This design comes from an exercise in tuning for small area on the open sky130 flow, not from production work.

Design tv80s, start of the top module:
module tv80s
#(
    parameter Mode    = 0,   
    parameter T2Write = 1,   
    parameter IOWait  = 1    
)
(
    input         reset_n, 
    input         clk, 
    input         cen,       
    input         wait_n, 
    input         int_n, 
    input         nmi_n, 
    input         busrq_n, 
    output        busak_n, 
    output        m1_n, 
    output        mreq_n, 
    output        iorq_n, 
    output        rd_n, 
    output        wr_n, 
    output        rfsh_n, 
    output        halt_n, 
    output [15:0] A, 
    input  [7:0]  di,
    output [7:0]  dout
);
  reg           mreq_n_reg; 
  reg           iorq_n_reg; 
  reg           rd_n_reg; 
  reg           wr_n_reg;
  reg  [7:0]    di_reg;
  wire          intcycle_n;
  wire          no_read;
  wire          write;
  wire          iorq;
  wire [6:0]    mcycle;
  wire [6:0]    tstate;
  assign mreq_n = mreq_n_reg;
  assign iorq_n = iorq_n_reg;
  assign rd_n   = rd_n_reg;
  assign wr_n   = wr_n_reg;
  tv80_core #(Mode, IOWait) i_tv80_core
  (
    .cen         (cen),
    .m1_n        (m1_n),
    .iorq        (iorq),
    .no_read     (no_read),
    .write       (write),
    .rfsh_n      (rfsh_n),
    .halt_n      (halt_n),
    .wait_n      (wait_n),
    .int_n       (int_n),
    .nmi_n       (nmi_n),
    .reset_n     (reset_n),
    .busrq_n     (busrq_n),
    .busak_n     (busak_n),
    .clk         (clk),
    .IntE        (),
    .stop        (),
    .A           (A),
    .dinst       (di),      
    .di          (di_reg),  
    .dout        (dout),
    .mc          (mcycle),
    .ts          (tstate),
    .intcycle_n  (intcycle_n)
  );
  always @(posedge clk or negedge reset_n) begin
    if (!reset_n) begin
      rd_n_reg   <= 1'b1;
      wr_n_reg   <= 1'b1;
      iorq_n_reg <= 1'b1;
      mreq_n_reg <= 1'b1;
      di_reg     <= 8'b0;
    end
    else if (cen) begin
      rd_n_reg   <= 1'b1;
      wr_n_reg   <= 1'b1;
      iorq_n_reg <= 1'b1;
  ...
==> flow/config.mk <==
export PLATFORM = sky130hd
export DESIGN_NAME = tv80s
export DESIGN_NICKNAME = tv80s
export VERILOG_FILES = /design/flow/design.v
export SDC_FILE = /design/flow/constraint.sdc
export NUM_CORES = 8
export LEC_CHECK = 0
export CAP_MARGIN = 20
export CORE_MARGIN = 2
export CORE_UTILIZATION = 40
export SLEW_MARGIN = 20
==> flow/constraint.sdc <==
create_clock -name core_clock -period 10.0 [get_ports {clk}]
set_input_delay 2.0000 -clock core_clock [delete_from_list [all_inputs] [get_ports {clk}]]
set_output_delay 2.0000 -clock core_clock [all_outputs]
set_load 0.01 [all_outputs]
standard.sh (not shown) runs the stock make flow with config.mk's settings and CLKGATE_MAP_FILE= SYNTH_SCRIPT=/design/flow/synth_recipe.tcl, a recipe that flattens the netlist after the stock synthesis.
==> flow/flow/run.sh <==
#!/bin/bash
# ORFS flow (the standard.sh) with:
#  - an area-oriented ABC script (deepsyn + area-recovering mapping) in place
#    of ORFS's speed script; OpenROAD repairs timing as usual afterwards,
#  - CTS without dummy loads and with larger sink clusters,
#  - port buffers from the smallest buffer cell,
#  - a higher placement density.
set -euo pipefail
rm -rf scripts_local
cp -r "$FLOW_HOME/scripts" scripts_local
cp flow/abc_map.script scripts_local/abc_speed.script
bash standard.sh SCRIPTS_DIR="$PWD/scripts_local" \
  "CTS_ARGS=-sink_clustering_enable -repair_clock_nets -dont_use_dummy_load -sink_clustering_size 24 -sink_clustering_max_diameter 80" \
  "BUFFER_PORTS_ARGS=-buffer_cell sky130_fd_sc_hd__buf_1" \
  PLACE_DENSITY=0.75 \
  finish > standard.log 2>&1
==> flow/flow/abc_map.script <==
&get -n
&st
&deepsyn -J 20
&dch
&nf -R 1000
&put
topo
stime -c
The baseline finished clean.
Then changed:
--- a/flow/design.v
+++ b/flow/design.v
@@ -1,39 +1,36 @@
 module tv80_reg ( 
   DOBH, DOAL, DOBL, DOAH, 
-  AddrC, AddrA, AddrA_r, AddrB, SelC, IncDecT, DIH, DIL, clk, CEN, WEH, WEL, DHswap
+  AddrC, AddrA, AddrB, SelC, DIH, DIL, clk, CEN, WEH, WEL, DHswap
   );
     input  [2:0] AddrC;
     output [7:0] DOBH;
     input  [2:0] AddrA;
     input  [2:0] AddrB;
     input  [7:0] DIH;
     output [7:0] DOAL;
     input  [7:0] DIL;
     output [7:0] DOBL;
     output [7:0] DOAH;
     input  clk, CEN, WEH, WEL;
     input  [1:0] DHswap;
-    input  [2:0] AddrA_r;   
-    input        SelC;      
-    input        IncDecT;   
+    input        SelC;    
   function [2:0] phys;
     input [2:0] a;
     input [1:0] sw;
     begin
       phys = a;
       if ((a[1:0] == 2'b01 || a[1:0] == 2'b10) && sw[a[2]])
         phys[1:0] = ~a[1:0];
     end
   endfunction
   wire [2:0] pA = phys(AddrA, DHswap);
   wire [2:0] pB = phys(AddrB, DHswap);
   wire [2:0] pC = phys(AddrC, DHswap);
-  wire [2:0] pAr = phys(AddrA_r, DHswap);
-  wire [2:0] pR = IncDecT ? pA : (SelC ? pC : pAr);
+  wire [2:0] pR = SelC ? pC : pA;
   reg [7:0] RegsH [0:7];
   reg [7:0] RegsL [0:7];
   integer i;
   always @(posedge clk)
     begin
       if (CEN)
         begin
@@ -3221,16 +3218,14 @@
     (
      .clk                  (clk),
      .CEN                  (ClkEn),
      .DHswap               (DHswap),
      .WEH                  (RegWEH),
      .WEL                  (RegWEL),
      .AddrA                (RegAddrA),
-     .AddrA_r              (RegAddrA_r),
-     .IncDecT              (tstate[2] | (tstate[3] & mcycle[0])),
      .AddrB                (RegAddrB),
      .AddrC                (RegAddrC),
      .DIH                  (RegDIH),
      .DIL                  (RegDIL),
      .DOAH                 (RegBusA[15:8]),
      .DOAL                 (RegBusA[7:0]),
      .DOBH                 (RegBusB[15:8]),
@@ -3479,23 +3474,23 @@
                   m1_n <= 1'b0;
                 end
             end
         end
     end
   always @*
     begin
-      if (~tstate[2])
+      if (T_Res)
         PC16_B = 8'h01;
       else if (JumpE == 1'b1)
         PC16_B = DI_Reg;
       else if (BTR_r == 1'b1)
         PC16_B = 8'hFE;            
       else
         PC16_B = 8'h01;
-      PC16 = add16s8(tstate[2] ? PC : TmpAddr, PC16_B);
+      PC16 = add16s8(T_Res ? TmpAddr : PC, PC16_B);
       if (tstate[3] & mcycle[5])
         begin
           SP16_A = RegBusA;
           SP16_B = DI_Reg;
         end
       else
         begin
Effect: The new run finished with timing, DRC and antenna clean; hold slack stays flat; routed wire length drops by a few percent; maximum frequency fell slightly; count of clock-buffer cells in the layout went up by 1; via count decreases slightly; die area hardly moves.
No functional check of the RTL was part of any run of this note.

what the ideal ports hide:
The flow's constraints put no driver on any port. The routed layouts listed below were extracted and timed again, unchanged, in two steps. Step 1 sets driving cells, clkbuf_16 on the clock port and buf_2 on the other inputs (assumed; they add their load-dependent delay and slew). Step 2 moves the port delays by t, midway between the first and last clock arrival at a register: inputs arrive t later, outputs are due t later. That takes back most of the time a late clock gives input paths. Slacks: ideal / step 1 / step 2; pairs: ideal / step 1.
| run | t (ns) | slack for setup (ns) | clock arrival spread, ns | slew at the worst register clock pin (ns) |
|---|---|---|---|---|
| the first run | 0.633 | 0.706 / 0.706 / 0.706 | 0.068 / 0.069 | 0.10 / 0.10 |
| the second run | 0.647 | 0.544 / 0.544 / 0.544 | 0.104 / 0.104 | 0.09 / 0.09 |
After both steps every run listed still meets setup and hold.
